What follows belongs to an exercise in optimizing a design on an open flow for small area and a short achievable clock period; a production flow would make more cautious choices. Only simulation tests tie the RTL to the original design; equivalence was not proved. Power is estimated from default activity; no workload was simulated.

==> flow/design.v, too long to show whole: its modules and the start of the top module <==
// module MULTI_32bit: 4027 lines
// module MULTI_32bit_fa: 6 lines
// module MULTI_32bit_enc: 7 lines
// module MULTI_32bit_c42: 9 lines
// module MULTI_32bit_c42n: 8 lines
// module MULTI_32bit_pp: 5 lines
// module MULTI_32bit_ha: 6 lines
module MULTI_32bit(clk, rst, A, B, F);
  // ...
==> flow/flow/run.sh <==
#!/bin/bash
# The standard layout, but with port buffers of a plain buffer cell
# (buffer_ports otherwise picks a delay cell, clkdlybuf4s50_1).
set -euo pipefail
export BUFFER_PORTS_ARGS="-buffer_cell sky130_fd_sc_hd__buf_4"
bash standard.sh > make_finish.log 2>&1
==> flow/standard.sh <==
#!/bin/bash
# synth_recipe.tcl (not shown) runs the flow's synth.tcl, then flattens the netlist and writes it again
# the make line also repeats each setting of config.mk as NAME=value (left out here)
make -C /OpenROAD-flow-scripts/flow DESIGN_CONFIG=/design/flow/config.mk WORK_HOME=/design/flow/orfs CLKGATE_MAP_FILE= SYNTH_SCRIPT=/design/flow/synth_recipe.tcl "${@:-finish}"
==> flow/config.mk <==
export PLATFORM = sky130hd
export DESIGN_NAME = MULTI_32bit
export DESIGN_NICKNAME = MULTI_32bit
export VERILOG_FILES = /design/flow/design.v
export SDC_FILE = /design/flow/constraint.sdc
export NUM_CORES = 4
export LEC_CHECK = 0
export ABC_CLOCK_PERIOD_IN_PS = 2500
export CAP_MARGIN = 20
export CORE_MARGIN = 2
export CORE_UTILIZATION = 40
export CTS_BUF_LIST = sky130_fd_sc_hd__clkbuf_8
export SETUP_SLACK_MARGIN = 4.2
export SLEW_MARGIN = 20
export SYNTH_HIERARCHICAL = 1
export SYNTH_MINIMUM_KEEP_SIZE = 0
==> flow/constraint.sdc <==
create_clock -name core_clock -period 7.0 [get_ports {clk}]
set_input_delay 1.4000 -clock core_clock [delete_from_list [all_inputs] [get_ports {clk}]]
set_output_delay 1.4000 -clock core_clock [all_outputs]
set_load 0.01 [all_outputs]
==> results.json, run 1 <==
{
  "nWellTaps": 748,
  "drtIter0Drc": 1275,
  "peakVddDrop_mv": 0.2418,
  "coreArea_um2": 55420,
  "nonClkBufAreaFrac": 0.03498,
  "seq_share": 0.3073,
  "tns_ps": 0,
  "setup_viol_count_final": 0,
  "insertion_delay_ps": 650,
  "clockBufferDepth": 3,
  "inverters": 92,
  "firstDrtPassIters": 5,
  "critical_path_required_ps": 7490,
  "status": "no timing/DRC/antenna violations",
  "place_area_um2": 24000,
  "hold_start": "r1_s$_DFF_P_",
  "seqPwrFrac": 0.304,
  "syn_area_per_cell_um2": 12.11,
  "antenna_found_initial": 1,
  "multi_input_area_share": 0.5506,
  "grt_usage": 0.2074,
  "dominant-cell-class": "multi-input gates",
  "slew_headroom": 0.4648,
  "setup_ws_ps": 4189,
  "grt_pass1_wl_um": 90220,
  "layout_commonest_cell": "dfxtp_1",
  "skew_ps": 30.85,
  "hold_viol": 0,
  "p_int_mw": 7.228,
  "route.detailed.drc": 0,
  "io_buffers": 96,
  "wl_per_cell_um": 21.56,
  "n_all_buffers": 108
}
==> run 2: changes to the inputs <==
--- a/flow/config.mk
+++ b/flow/config.mk
@@ -11,5 +11,5 @@
 export CORE_UTILIZATION = 40
 export CTS_BUF_LIST = sky130_fd_sc_hd__clkbuf_8
-export SETUP_SLACK_MARGIN = 4.2
+export SETUP_SLACK_MARGIN = 4.4
 export SLEW_MARGIN = 20
 export SYNTH_HIERARCHICAL = 1
==> run 2 against run 1 <==
  * Cell count is 0.25% higher
  * Final area is 3.1% higher
  * Largest power group unchanged
  * Global-route usage is 0.27 points higher
  * Still clean on timing, DRC and antenna
  * Sequential share of layout area is 0.81 points lower
  * Highest routed layer unchanged
  * Combinational power is 9.8% higher
  * Clock skew is 1.4 ps higher
  * Sequential cell count stayed put
  * Area after synthesis stayed put
  * Register-to-register slack better by 60 ps
==> results.json, run 2 <==
{
  "power.total_mw": 12.50,
  "syn2layout_area_growth_pct": 18.38,
  "layout_commonest_cell": "dfxtp_1",
  "r2r_setup_slack_ps": 4280,
  "peakVddDrop_mv": 0.3187,
  "rows": 86,
  "rr_startpoint": "r1_c26_2$_DFF_P_",
  "setup_ws_ps": 4278,
  "wirelength_um": 60100,
  "place.gp.congestion": 0.8645,
  "cts_tree": "built",
  "dp_hpwl_um": 45450,
  "grt_pass1_wl_um": 90890,
  "drive_above_1_share": 0.2059,
  "synth_area_um2": 22520,
  "h-tree-depth": 3,
  "via_per_inst": 5.320,
  "r2r-end": "r2_h27$_DFF_P_",
  "finish.utilization": 0.4810,
  "syn_area_per_cell_um2": 12.11,
  "ctsHoldBuffers": 0,
  "numCtsBuffers": 69,
  "criticalPathCategory": "reg -> reg",
  "status": "no timing/DRC/antenna violations",
  "clk_pin_slew_ps": 60,
  "skew_ps": 32.29,
  "holdPathEnd": "r2_e[6]$_DFF_P_",
  "drtIter0Drc": 1216,
  "grt_usage": 0.2101,
  "clockBufferDepth": 3,
  "min_period_ps": 2722,
  "holdWs_ps": 319.8,
  "top_regs": "F: 32 flops, r1_e: 8 flops, r2_e: 8 flops",
  "vias": 14840,
  "worst_setup_path_end_kind": "register",
  "top_register": "F",
  "setup_viol_count_final": 0,
  "io_buffers": 96,
  "grt_pass1_vias": 15270,
  "die_width_um": 241.3,
  "place_ws_ps": 3471,
  "powerDensity_nw_per_um2": 469.1,
  "insertion_delay_ps": 640,
  "ios": 98,
  "critPathMaxFanout": 1,
  "timing.fmax_ghz": 0.3673,
  "dieArea_um2": 58200,
  "min_path_cells": 0,
  "worstPathArrival_ps": 3250,
  "leakage_nw": 11.43,
  "ant_nets": 0,
  "synth_cells": 1860,
  "start_util": 0.4063,
  "grt_max_degree": 38,
  "finalNetCount": 2437,
  "rsz0062_at_grt": "true",
  "hp-class": "reg -> reg",
  "worstMarginPinSlew_ps": 680.7,
  "slew_headroom": 0.5453,
  "cp-startpoint": "r1_c26_2$_DFF_P_",
  "critical_path_required_ps": 7520,
  "tns_ps": 0,
  "ys_warn_count": 7,
  "drv_slew": 0,
  "firstDrtPassIters": 5,
  "clkSinkCount": 397,
  "grt.overflow.total": 0,
  "die_h_um": 241.3,
  "antenna_found_initial": 4,
  "wl_per_cell_um": 21.54,
  "largest_reg_flops": 32,
  "hold_start": "r1_e[6]$_DFF_P_",
  "mostFrequentLayoutCells": "dfxtp_1, a22o_1, xor2_1, fa_1, inv_1",
  "hold_viol": 0,
  "max_cap_viol_count": 0,
  "r2r_cells": 5,
  "crit_path_start_kind": "register",
  "route.detailed.drc": 0,
  "coreArea_um2": 55420,
  "finalCritPeriodShare": 0.3889,
  "cts_root_buffer": "clkbuf_8"
}
run 2: how the worst max path moves through the flow:
stage                     slack (ps)               end  cells after the start
after floorplan                 4130   r1_e[7]$_DFF_P_                      9
after global placement          3530  r1_c28_6$_DFF_P_                      5
after detailed placement        3470  r1_c37_2$_DFF_P_                      5
after CTS                       4200     F[21]$_DFF_P_                     11
after global routing            4160     F[21]$_DFF_P_                     11
final                           4280    r2_h27$_DFF_P_                      5
run 2: critical path: stages, from the launching register on:
cell	delay [ps]
dfxtp_2	330
fa_2	400
fa_2	600
fa_1	430
fa_1	560
ha_2	290
run 2: cell type report:
| cell class | instances | area (um2) |
|---|---|---|
| timing repair buffer | 118 | 1119 |
| inverter | 92 | 345.3 |
| clock buffer | 90 | 1239 |
| antenna | 2 | 5.005 |
| clock inverter | 28 | 234.0 |
| sequential | 397 | 7974 |
| fill | 4926 | 28760 |
| multi-input combinational | 1315 | 14800 |
| tap | 748 | 935.9 |
run 2: metal layers:
| metal | global-route usage | share of wire | up-vias |
|---|---|---|---|
| li1 | - | - | 6742 |
| met1 | 0.2944 | 0.46 | 7438 |
| met2 | 0.3146 | 0.43 | 525 |
| met3 | 0.04273 | 0.069 | 137 |
| met4 | 0.09259 | 0.038 | 0 |
| met5 | 0 | 0 | - |
run 2: repair_timing:
| action | CTS | global route |
|---|---|---|
| cloned | 5 | 1 |
| gates resized for setup | 102 | 60 |
| setup buffers | 11 | 5 |
| endpoints found under the setup margin | 131 | 116 |
| endpoints found under the hold margin | 0 | 0 |
| pin swaps | 45 | 41 |
run 2: metrics by stage:
stage                     cells  instance area [um2]
final                      2790                26650
after global routing       2790                26650
after CTS                  2782                26330
after detailed placement   2648                24260
after global placement     2648                24260
after floorplan            1869                23500
run 2: where the power goes:
part           internal, mW  leakage (nW)  switching (mW)  total, mW
combinational          3.21          7.27            3.41       6.61
clock                  1.30         0.824           0.955       2.25
sequential             3.14          3.34           0.498       3.64
total                  7.64          11.4            4.86       12.5
==> run 3: changes to the inputs <==
--- a/flow/config.mk
+++ b/flow/config.mk
@@ -11,5 +11,5 @@
 export CORE_UTILIZATION = 40
 export CTS_BUF_LIST = sky130_fd_sc_hd__clkbuf_8
-export SETUP_SLACK_MARGIN = 4.4
+export SETUP_SLACK_MARGIN = 4.3
 export SLEW_MARGIN = 20
 export SYNTH_HIERARCHICAL = 1
==> run 3 against run 2 <==
  * Combinational power decreased by 7.0%
  * Critical endpoint unchanged
  * Clock power decreased by 6%
  * Synthesized cell count unchanged
  * Sequential power about the same
==> results.json, run 3 <==
{
  "synth_cells": 1860,
  "firstDrtPassIters": 5,
  "dp_hpwl_um": 45020,
  "min_period_ps": 2705,
  "drtIter0Drc": 1128,
  "vias": 14720,
  "drive_above_1_share": 0.1533,
  "rsz0062_at_grt": "true",
  "grt_usage": 0.2080,
  "coreArea_um2": 55420,
  "crit_path_start_kind": "register",
  "grt_pass1_vias": 15200,
  "mostFrequentLayoutCells": "dfxtp_1, a22o_1, xor2_1, fa_1, ha_1",
  "min_path_cells": 0,
  "hold_viol": 0,
  "powerDensity_nw_per_um2": 459.0,
  "finalNetCount": 2423,
  "rows": 86,
  "die_h_um": 241.3,
  "ctsHoldBuffers": 0,
  "antenna_found_initial": 0,
  "r2r_cells": 5,
  "tns_ps": 0,
  "slew_headroom": 0.5128,
  "synth_area_um2": 22520,
  "setup_viol_count_final": 0,
  "max_cap_viol_count": 0,
  "clockBufferDepth": 3,
  "ant_nets": 0,
  "power.total_mw": 11.89,
  "ios": 98,
  "skew_ps": 37.00,
  "dp.cells": 2648,
  "grt.overflow.total": 0,
  "dieArea_um2": 58200,
  "cp-startpoint": "r1_c26_6$_DFF_P_",
  "finalCritPeriodShare": 0.3864,
  "rr_startpoint": "r1_c26_6$_DFF_P_",
  "critPathMaxFanout": 1,
  "start_util": 0.4063,
  "peakVddDrop_mv": 0.2459,
  "leakage_nw": 11.37,
  "via_per_inst": 5.298,
  "wirelength_um": 59130,
  "criticalPathCategory": "reg -> reg",
  "worstPathArrival_ps": 3190,
  "cts_root_buffer": "clkbuf_8",
  "route.detailed.drc": 0,
  "die_width_um": 241.3,
  "grt_pass1_wl_um": 90470,
  "insertion_delay_ps": 620,
  "worst_setup_path_end_kind": "register",
  "clk_pin_slew_ps": 60,
  "clkSinkCount": 397,
  "r2r_setup_slack_ps": 4300,
  "syn2layout_area_growth_pct": 15.02,
  "grt_max_degree": 38,
  "top_register": "F",
  "timing.fmax_ghz": 0.3697,
  "io_buffers": 96,
  "drv_slew": 0,
  "numCtsBuffers": 69,
  "cts_tree": "built",
  "syn_area_per_cell_um2": 12.11,
  "h-tree-depth": 3,
  "status": "no timing/DRC/antenna violations",
  "r2r-end": "r2_h27$_DFF_P_",
  "hold_start": "r1_e[4]$_DFF_P_",
  "critical_path_required_ps": 7490,
  "largest_reg_flops": 32,
  "setup_ws_ps": 4295,
  "ys_warn_count": 7,
  "endpoint": "r2_h27$_DFF_P_",
  "fin_cells": 2778,
  "hp-class": "reg -> reg",
  "place.gp.congestion": 0.8508,
  "layout_commonest_cell": "dfxtp_1",
  "worstMarginPinSlew_ps": 730.8,
  "place_ws_ps": 3532,
  "wl_per_cell_um": 21.29,
  "top_regs": "F: 32 flops, r1_e: 8 flops, r2_e: 8 flops"
}
[run 3: repair_timing]
item,in CTS,in global routing
setup buffers,4,2
setup endpoints to repair,65,125
pin swaps,17,15
resized for setup,42,53
cloned,2,0
[run 3: report_power, final]
part	switching [mW]	internal [mW]	leakage [nW]	total, mW
sequential	0.488	3.13	3.34	3.62
clock	0.946	1.17	0.798	2.12
combinational	3.25	2.90	7.23	6.15
total	4.68	7.21	11.4	11.9
[run 3: area by class of cell]
class                      instances  area (um2)
multi-input combinational       1314       14340
clock inverter                    33       187.7
clock buffer                      88        1211
inverter                          92       345.3
antenna                            1       2.502
timing repair buffer             105       907.1
sequential                       397        7965
tap                              748       935.9
fill                            5051       29520
[run 3: worst min path at each step]
stage	slack [ps]	endpoint
2_1_floorplan	310	F[31]$_DFF_P_
3_3_place_gp	310	r2_p2$_DFF_P_
3_5_place_dp	310	r2_e[4]$_DFF_P_
4_1_cts	330	r2_e[4]$_DFF_P_
5_1_grt	330	r2_e[3]$_DFF_P_
6_report	330	r2_e[4]$_DFF_P_
[run 3: critical path, stage by stage (launching register included)]
cell,delay (ps)
dfxtp_1,330
fa_1,450
fa_2,560
fa_1,440
fa_1,490
ha_1,300
[run 3: through the flow]
step,util,area (um2),hold slack [ps]
floorplan,-,22930,309.6
global placement,0.4330,24000,311.8
detailed placement,0.4330,24000,312.1
CTS,0.4632,25670,328.8
global route,0.4673,25890,331.7
finish,0.4673,25900,326.2
[run 3: routing by layer]
| layer | routed length (um) | GRT usage | share of wire |
|---|---|---|---|
| met2 | 25990 | 0.3190 | 0.44 |
| met5 | 0 | 0.001684 | 0 |
| met4 | 1291 | 0.06659 | 0.022 |
| met1 | 28190 | 0.2994 | 0.48 |
| met3 | 3655 | 0.03555 | 0.062 |
==> run 4: changes to the inputs <==
--- a/flow/design.v
+++ b/flow/design.v
@@ -4061,4 +4061,14 @@
   assign pp = (one & t0) | (two & t1);
 endmodule
+module MULTI_32bit_xor(a, b, y);
+  input a, b;
+  output y;
+  assign y = a ^ b;
+endmodule
+module MULTI_32bit_and(a, b, y);
+  input a, b;
+  output y;
+  assign y = a & b;
+endmodule
 module MULTI_32bit_ha(a, b, s, co);
   input a, b;
--- a/flow/config.mk
+++ b/flow/config.mk
@@ -11,4 +11,6 @@
 export CORE_UTILIZATION = 40
 export CTS_BUF_LIST = sky130_fd_sc_hd__clkbuf_8
+export CTS_CLUSTER_DIAMETER = 60
+export CTS_CLUSTER_SIZE = 20
 export SETUP_SLACK_MARGIN = 4.3
 export SLEW_MARGIN = 20
==> run 4 against run 3 <==
  * Still clean on timing, DRC and antenna
  * Register-to-register slack about the same
  * Clock-buffer cell count decreased by 56
  * Global-route usage decreased by 0.50 points
  * Area after synthesis unchanged
  * Synthesized cell count unchanged
==> results.json, run 4 <==
{
  "ant_nets": 0,
  "insertion_delay_ps": 700,
  "wirelength_um": 58140,
  "dp_hpwl_um": 45020,
  "top_register": "F",
  "grt.overflow.total": 0,
  "start_util": 0.4063,
  "dp.cells": 2648,
  "vias": 14400,
  "powerDensity_nw_per_um2": 444.3,
  "drv_slew": 0,
  "cts_tree": "built",
  "worstPathCellList": "fa_2, fa_1, fa_1, fa_1, ha_1",
  "die_h_um": 241.3,
  "route.detailed.drc": 0,
  "cts_root_buffer": "clkbuf_8",
  "finalCritPeriodShare": 0.3864,
  "layout_commonest_cell": "dfxtp_1",
  "fill_cells": 5103,
  "multi_input_area_um2": 14290,
  "clkSinkCount": 397,
  "syn2layout_area_growth_pct": 11.89,
  "setup_viol_count_final": 0,
  "finalNetCount": 2386,
  "hp-class": "reg -> reg",
  "worst_setup_path_end_kind": "register",
  "crit_path_start_kind": "register",
  "slew_headroom": 0.4994,
  "die_width_um": 241.3,
  "clk_pin_slew_ps": 110,
  "criticalPathCategory": "reg -> reg",
  "antenna_found_initial": 2,
  "crit_buf_inv": 0,
  "path_common_cell": "fa_1",
  "ctsHoldBuffers": 0,
  "ios": 98,
  "worstPathArrival_ps": 3290,
  "largest_reg_flops": 32,
  "mostFrequentLayoutCells": "dfxtp_1, a22o_1, xor2_1, fa_1, ha_1",
  "coreArea_um2": 55420,
  "drive_above_1_share": 0.1349,
  "rsz0062_at_grt": "true",
  "drtIter0Drc": 1148,
  "synth_cells": 1860,
  "dieArea_um2": 58200,
  "grt_pass1_vias": 14730,
  "critical_path_required_ps": 7590,
  "hold_viol": 0,
  "critPathTopFamily": "adder cells",
  "grt_max_degree": 38,
  "io_buffers": 96,
  "ys_warn_count": 7,
  "slowest_stage": "fa_1",
  "grt_pass1_wl_um": 88980,
  "tns_ps": 0,
  "leakage_nw": 10.93,
  "place.gp.congestion": 0.8508,
  "via_per_inst": 5.307,
  "h-tree-depth": 1,
  "worstMarginPinSlew_ps": 750.9,
  "max_cap_viol_count": 0,
  "wl_per_cell_um": 21.43,
  "min_period_ps": 2705,
  "rows": 86,
  "numCtsBuffers": 30,
  "top_regs": "F: 32 flops, r1_e: 8 flops, r2_e: 8 flops",
  "setup_ws_ps": 4295,
  "cp_slowest_stage_delay_ps": 520,
  "synth_area_um2": 22520,
  "clockBufferDepth": 3,
  "fin_cells": 2713,
  "regArea_um2": 7970,
  "grt_usage": 0.2031,
  "timing.fmax_ghz": 0.3697,
  "critPathMaxFanout": 1,
  "firstDrtPassIters": 5,
  "syn_area_per_cell_um2": 12.11,
  "holdWs_ps": 337.2,
  "skew_ps": 77.06,
  "place_ws_ps": 3532,
  "status": "no timing/DRC/antenna violations",
  "peakVddDrop_mv": 0.2784
}
[run 4: final timing paths]
kind	cells past startpoint	start	endpoint	slack, ps
max	5	r1_c26_1$_DFF_P_	r2_h27$_DFF_P_	4300
min	0	r1_e[4]$_DFF_P_	r2_e[4]$_DFF_P_	340
max reg2reg	5	r1_c26_1$_DFF_P_	r2_h27$_DFF_P_	4300
min reg2reg	0	r1_e[4]$_DFF_P_	r2_e[4]$_DFF_P_	340
[run 4: metal layers]
| metal | part of all wire | routed length (um) | vias up | GRT usage |
|---|---|---|---|---|
| met5 | 0 | 0 | - | 0 |
| met4 | 0.020 | 1140 | 0 | 0.04545 |
| met3 | 0.057 | 3298 | 51 | 0.02484 |
| met2 | 0.44 | 25520 | 447 | 0.3162 |
| met1 | 0.48 | 28190 | 7269 | 0.3023 |
| li1 | - | - | 6630 | - |
[run 4: through the flow]
stage / util / power (mW) / instance area [um2]
6_report: 0.4546 / 11.19 / 25190
5_1_grt: 0.4546 / 12.21 / 25190
2_1_floorplan: - / 7.215 / 22930
3_5_place_dp: 0.4330 / 9.443 / 24000
4_1_cts: 0.4513 / 11.22 / 25010
3_3_place_gp: 0.4330 / 9.267 / 24000
[run 4: power by group]
part,switching [mW],internal (mW)
combinational,3.24,2.88
clock,0.838,0.614
sequential,0.486,3.13
total,4.56,6.63
[run 4: repair_timing]
| item | 4_1_cts | 5_1_grt |
|---|---|---|
| resized for setup | 41 | 45 |
| pin swaps | 17 | 18 |
| buffers inserted | 7 | 1 |
| cloned | 2 | 0 |
| setup endpoints to repair | 42 | 103 |
[run 4: area by class of cell]
cell class / count / area share
diodes: 1 / 0.00009933
well taps: 748 / 0.03715
inverters: 92 / 0.01371
clock inverters: 22 / 0.01182
repair buffers: 107 / 0.03601
clock buffers: 32 / 0.01748
flip-flops and latches: 397 / 0.3164
multi-input cells: 1314 / 0.5673
==> run 5: changes to the inputs <==
==> flow/flow/run.sh (replaced) <==
#!/bin/bash
# The standard layout, but with port buffers of a plain buffer cell
# (buffer_ports otherwise picks a delay cell, clkdlybuf4s50_1).
set -euo pipefail
export BUFFER_PORTS_ARGS="-buffer_cell sky130_fd_sc_hd__buf_2"
bash standard.sh > make_finish.log 2>&1
--- a/flow/config.mk
+++ b/flow/config.mk
@@ -11,6 +11,4 @@
 export CORE_UTILIZATION = 40
 export CTS_BUF_LIST = sky130_fd_sc_hd__clkbuf_8
-export CTS_CLUSTER_DIAMETER = 60
-export CTS_CLUSTER_SIZE = 20
 export SETUP_SLACK_MARGIN = 4.3
 export SLEW_MARGIN = 20
==> run 5 against run 4 <==
  * Still clean on timing, DRC and antenna
  * Clock power grew 62%
  * Combinational power grew 5.7%
  * Setup slack lost 67 ps
  * Area after synthesis is the same
  * Final area grew 3.8%
  * Cell count grew 2.9%
  * Global-route usage grew 0.73 points
  * Via count grew 1.8%
  * Clock skew shrank 42 ps
  * Routed wire length grew 3.1%
  * Critical path type unchanged
  * Critical endpoint is now F[3]$_DFF_P_
  * Largest power group unchanged
==> results.json, run 5 <==
{
  "powerDensity_nw_per_um2": 475.9,
  "via_per_inst": 5.251,
  "dp_hpwl_um": 45020,
  "hp-class": "reg -> reg",
  "antenna_found_initial": 2,
  "clk_pin_slew_ps": 60,
  "syn2layout_area_growth_pct": 16.17,
  "critPathTopFamily": "compound AO/OA/AOI/OAI gates",
  "r2r-end": "F[3]$_DFF_P_",
  "finalNetCount": 2440,
  "top_regs": "F: 32 flops, r1_e: 8 flops, r2_e: 8 flops",
  "slowest_stage": "o2111ai_4",
  "largest_reg_flops": 32,
  "clkSinkCount": 397,
  "layout_commonest_cell": "dfxtp_1",
  "crit_buf_inv": 2,
  "rsz0062_at_grt": "true",
  "grt.overflow.total": 0,
  "dieArea_um2": 58200,
  "grt_pass1_vias": 15510,
  "firstDrtPassIters": 5,
  "finalCritPeriodShare": 0.3960,
  "critPathMaxFanout": 4,
  "grt_usage": 0.2104,
  "cts_root_buffer": "clkbuf_8",
  "drive_above_1_share": 0.1674,
  "skew_ps": 35.00,
  "min_path_cells": 0,
  "worstPathArrival_ps": 3300,
  "hold_viol": 0,
  "route.detailed.drc": 0,
  "die_h_um": 241.3,
  "synth_cells": 1860,
  "worst_setup_path_end_kind": "register",
  "hold_start": "r1_c2_0$_DFF_P_",
  "numCtsBuffers": 69,
  "syn_area_per_cell_um2": 12.11,
  "cp.depth": 11,
  "fill_cells": 4969,
  "grt_max_degree": 38,
  "status": "no timing/DRC/antenna violations",
  "wl_per_cell_um": 21.46,
  "min_period_ps": 2772,
  "drtIter0Drc": 971,
  "rows": 86,
  "ant_nets": 0,
  "cp-startpoint": "r2_p3$_DFF_P_",
  "r2r_cells": 11,
  "slew_headroom": 0.5287,
  "ios": 98,
  "r2r_setup_slack_ps": 4230,
  "worstPathCellList": "a41o_1, a31o_1, o2111ai_4, nand4_4, and3_4, a211oi_4, xnor2_4, buf_6, bufbuf_16, a21o_1, a221oi_2",
  "setup_viol_count_final": 0,
  "rr_startpoint": "r2_p3$_DFF_P_",
  "die_width_um": 241.3,
  "timing.fmax_ghz": 0.3608,
  "h-tree-depth": 3,
  "drv_slew": 0,
  "mostFrequentLayoutCells": "dfxtp_1, a22o_1, xor2_1, fa_1, ha_1",
  "vias": 14660,
  "worstMarginPinSlew_ps": 705.4,
  "start_util": 0.4063,
  "coreArea_um2": 55420,
  "crit_path_start_kind": "register",
  "holdPathEnd": "r2_p2$_DFF_P_",
  "insertion_delay_ps": 630,
  "power.total_mw": 12.45,
  "wirelength_um": 59910,
  "io_buffers": 96,
  "peakVddDrop_mv": 0.2581,
  "tns_ps": 0,
  "leakage_nw": 11.49,
  "criticalPathCategory": "reg -> reg",
  "clockBufferDepth": 3,
  "grt_pass1_wl_um": 91380,
  "critical_path_required_ps": 7530,
  "synth_area_um2": 22520,
  "top_register": "F",
  "cp_slowest_stage_delay_ps": 310,
  "ys_warn_count": 7,
  "max_cap_viol_count": 0,
  "cts_tree": "built",
  "place.gp.congestion": 0.8602
}
-- run 5: cell types whose count changed in the layout (fill, tap and decap cells not counted), moves of 4 or more --
cell / before / now
mux2_4: 0 / 12
mux2_2: 13 / 1
inv_8: 6 / 1
clkinv_2: 2 / 8
buf_2: 0 / 86
inv_1: 91 / 102
clkinv_4: 4 / 0
clkbuf_8: 32 / 89
buf_4: 93 / 10
buf_16: 0 / 4
-- run 5: repair_timing --
action,CTS,global route
buffers inserted,13,3
endpoints found under the setup margin,235,118
hold buffers,0,0
gates cloned,6,1
gates resized for setup,60,77
pin swaps,19,34
-- run 5: where the power goes --
group | switching (mW) | internal (mW) | total [mW]
Sequential | 0.493 | 3.14 | 3.63
Clock | 0.961 | 1.39 | 2.35
Combinational | 3.35 | 3.11 | 6.47
Total | 4.81 | 7.64 | 12.4
-- run 5: metrics by stage --
stage	hold slack (ps)	utilization	instances	cell area (um2)	setup slack [ps]
2_1_floorplan	309.6	-	1869	22930	4135
3_3_place_gp	312.4	0.4290	2650	23770	3236
3_5_place_dp	312.1	0.4290	2650	23770	3237
4_1_cts	326.3	0.4663	2787	25840	4143
5_1_grt	329.3	0.4720	2792	26160	4119
6_report	324.8	0.4720	2792	26160	4228
-- run 5: layout make-up --
class	instances	area (um2)	area share
Tap cell	748	935.9	0.03578
Antenna cell	1	2.502	0.00009567
Clock inverter	30	327.8	0.01253
Timing Repair Buffer	122	938.4	0.03588
Inverter	92	345.3	0.01320
Multi-Input combinational cell	1314	14430	0.5517
Sequential cell	397	7964	0.3045
Clock buffer	88	1211	0.04630
-- run 5: per-layer routing --
layer  GRT usage  routed length (um)  vias to the layer above
met5           0                   0                        -
met4     0.07314                1617                        0
met3     0.04797                4255                      100
met2      0.3245               26580                      494
met1      0.2911               27460                     7308
li1            -                   -                     6758
-- run 5: how the worst max path moves through the flow --
stage                        to  slack [ps]
2_1_floorplan   r1_e[7]$_DFF_P_        4130
3_3_place_gp   r1_c30_5$_DFF_P_        3240
3_5_place_dp   r1_c28_6$_DFF_P_        3240
4_1_cts           F[21]$_DFF_P_        4140
5_1_grt            F[3]$_DFF_P_        4120
6_report           F[3]$_DFF_P_        4230
==> run 6: changes to the inputs <==
==> flow/flow/run.sh (replaced) <==
#!/bin/bash
# The standard layout, but with port buffers of a plain buffer cell
# (buffer_ports otherwise picks a delay cell, clkdlybuf4s50_1).
set -euo pipefail
export BUFFER_PORTS_ARGS="-buffer_cell sky130_fd_sc_hd__buf_4"
bash standard.sh > make_finish.log 2>&1
--- a/flow/config.mk
+++ b/flow/config.mk
@@ -10,5 +10,7 @@
 export CORE_MARGIN = 2
 export CORE_UTILIZATION = 40
-export CTS_BUF_LIST = sky130_fd_sc_hd__clkbuf_8
+export CTS_BUF_LIST = sky130_fd_sc_hd__clkbuf_16
+export CTS_CLUSTER_DIAMETER = 80
+export CTS_CLUSTER_SIZE = 30
 export SETUP_SLACK_MARGIN = 4.3
 export SLEW_MARGIN = 20
==> run 6 against run 5 <==
  * Sequential share of layout area rose by 0.98 points
  * Sequential power about the same
  * Register-to-register slack improved by 80 ps
  * Critical path type is now in -> reg
  * Largest cell class unchanged
==> results.json, run 6 <==
{
  "die_h_um": 241.3,
  "io_buffers": 96,
  "via_per_inst": 5.313,
  "finalNetCount": 2378,
  "synth_area_um2": 22520,
  "critical_path_required_ps": 7460,
  "fill_cells": 5076,
  "finalCritPeriodShare": 0.3851,
  "cts_tree": "built",
  "leakage_nw": 10.95,
  "wirelength_um": 58280,
  "layout_commonest_cell": "dfxtp_1",
  "setup_viol_count_final": 0,
  "start_util": 0.4063,
  "holdWs_ps": 332.0,
  "mostFrequentLayoutCells": "dfxtp_1, a22o_1, xor2_1, fa_1, ha_1",
  "p_int_mw": 6.759,
  "peakVddDrop_mv": 0.2816,
  "place_area_um2": 24000,
  "dp_hpwl_um": 45020,
  "slowest_stage": "fa_1",
  "fin_cells": 2697,
  "finish.utilization": 0.4580,
  "die_width_um": 241.3,
  "seqPwrFrac": 0.319,
  "cts_root_buffer": "clkbuf_16",
  "grt_pass1_vias": 14670,
  "criticalPathCategory": "in -> reg",
  "ctsHoldBuffers": 0,
  "grt_usage": 0.2032,
  "clockBufferDepth": 3,
  "crit_path_start_kind": "primary input",
  "rows": 86,
  "clock_power_share": 0.142,
  "rr_startpoint": "r1_c31_3$_DFF_P_",
  "rsz0062_at_grt": "true",
  "syn_area_per_cell_um2": 12.11,
  "firstDrtPassIters": 5,
  "min_period_ps": 2695,
  "grt_max_degree": 38,
  "slew_headroom": 0.4972,
  "r2r_setup_slack_ps": 4300,
  "setup_ws_ps": 4305,
  "p_sw_mw": 4.577,
  "syn2layout_area_growth_pct": 12.73,
  "worstMarginPinSlew_ps": 754.2,
  "place_ws_ps": 3532,
  "clk_pin_slew_ps": 90,
  "worstPathArrival_ps": 3160,
  "ant_nets": 0,
  "numCtsBuffers": 22,
  "vias": 14330,
  "max_cap_viol_count": 0,
  "dieArea_um2": 58200,
  "drtIter0Drc": 1039,
  "p_sw_frac": 0.4038,
  "place.gp.congestion": 0.8508,
  "powerDensity_nw_per_um2": 446.6,
  "regArea_um2": 7976,
  "worst_setup_path_end_kind": "register",
  "power.total_mw": 11.34,
  "r2r-end": "r2_h32$_DFF_P_",
  "drv_slew": 0,
  "hold_viol": 0,
  "h-tree-depth": 1,
  "p_comb_frac": 0.539,
  "dp.cells": 2648,
  "grt.overflow.total": 0,
  "n_antenna_cell": 0,
  "critPathMaxFanout": 37,
  "drive_above_1_share": 0.1370,
  "tns_ps": 0,
  "timing.fmax_ghz": 0.3710,
  "r2r_cells": 5,
  "antenna_found_initial": 0,
  "hp-class": "reg -> reg",
  "synth_cells": 1860,
  "insertion_delay_ps": 590,
  "multi_input_area_um2": 14380,
  "route.detailed.drc": 0,
  "status": "no timing/DRC/antenna violations",
  "largest_reg_flops": 32,
  "ys_warn_count": 7,
  "cp-startpoint": "B[3]",
  "ios": 98,
  "top_regs": "F: 32 flops, r1_e: 8 flops, r2_e: 8 flops",
  "wl_per_cell_um": 21.61,
  "grt_pass1_wl_um": 88970,
  "coreArea_um2": 55420,
  "clkSinkCount": 397,
  "endpoint": "r1_c18_4$_DFF_P_",
  "final_area_um2": 25380,
  "cp_slowest_stage_delay_ps": 650,
  "skew_ps": 59.54,
  "worstPathCellList": "buf_6, ha_2, a22o_1, fa_1",
  "top_register": "F"
}
[run 6: metal layers]
layer / track usage / wire (um) / vias to the layer above
met2: 0.3177 / 25710 / 420
met5: 0 / 0 / -
met3: 0.02928 / 3255 / 55
li1: - / - / 6605
met4: 0.04433 / 1028 / 0
met1: 0.2991 / 28290 / 7250
[run 6: layout make-up]
class / instances / area share
multi-input combinational: 1314 / 0.5666
tap: 748 / 0.03687
clock buffer: 23 / 0.02268
clock inverter: 16 / 0.009908
inverter: 92 / 0.01361
timing repair buffer: 107 / 0.03603
sequential: 397 / 0.3143
[run 6: worst min-delay path by stage]
stage | startpoint | to | slack [ps] | depth (start not counted)
floorplan | r2_s$_DFF_P_ | F[31]$_DFF_P_ | 310 | 0
global placement | r1_c2_0$_DFF_P_ | r2_p2$_DFF_P_ | 310 | 0
detailed placement | r1_e[4]$_DFF_P_ | r2_e[4]$_DFF_P_ | 310 | 0
CTS | r1_e[4]$_DFF_P_ | r2_e[4]$_DFF_P_ | 330 | 0
global route | r1_e[3]$_DFF_P_ | r2_e[3]$_DFF_P_ | 340 | 0
finish | r1_e[4]$_DFF_P_ | r2_e[4]$_DFF_P_ | 330 | 0
[run 6: power by group through the flow]
stage          clock network (mW)  registers [mW]  logic (mW)
4_1_cts                      1.65            3.61        6.06
2_1_floorplan                   0            3.53        3.69
6_report                     1.61            3.62        6.11
5_1_grt                      1.73            3.70        6.93
3_3_place_gp                    0            3.65        5.62
3_5_place_dp                    0            3.66        5.78
[run 6: critical path, delay by kind of cell]
kind,cells,cell delay [ps]
adders and majority gates,2,1110
AOI/OAI and AO/OA,1,280
buffers and inverters,1,350
[run 6: repair_timing]
| item | CTS | global route |
|---|---|---|
| endpoints found under the setup margin | 111 | 70 |
| pin swaps | 19 | 21 |
| endpoints found under the hold margin | 0 | 0 |
| buffers inserted | 5 | 3 |
| cloned | 2 | 0 |
| gates resized for setup | 55 | 58 |

separate check: timing with driven ports:
The results above use ideal ports. As a check the final layouts listed here were re-extracted and re-timed, cells and wires unchanged. Step 1 sets driving cells, clkbuf_16 on the clock port and buf_2 on the other inputs (assumed; they add their load-dependent delay and slew). Step 2 times the ports against the registers' clock, not the clock port: input delays grow and output delays shrink by t, the midpoint of the rising clock arrivals with the driver on. a / b / c = no drivers / after step 1 / after step 2; a / b = the first two.
| run | t, ns | setup slack, ns | worst setup path at the end | clock arrival spread, ns | slew at the worst register clock pin (ns) |
|---|---|---|---|---|---|
| run 1 | 0.687 | 4.189 / 4.209 / 3.522 | input to register | 0.036 / 0.036 | 0.07 / 0.07 |
| run 2 | 0.669 | 4.278 / 4.278 / 3.742 | input to register | 0.040 / 0.040 | 0.06 / 0.06 |
| run 3 | 0.655 | 4.295 / 4.295 / 3.682 | input to register | 0.053 / 0.053 | 0.06 / 0.06 |
| run 4 | 0.713 | 4.295 / 4.295 / 3.636 | input to register | 0.091 / 0.091 | 0.12 / 0.12 |
| run 5 | 0.670 | 4.228 / 4.228 / 3.663 | input to register | 0.049 / 0.049 | 0.06 / 0.06 |
| run 6 | 0.615 | 4.305 / 4.305 / 3.707 | input to register | 0.062 / 0.062 | 0.12 / 0.12 |
After both steps setup and hold are still met in every run listed. For run 1, which loses most, drivers alone change the setup slack by +0.020 ns; drivers and shift together by -0.667 ns.
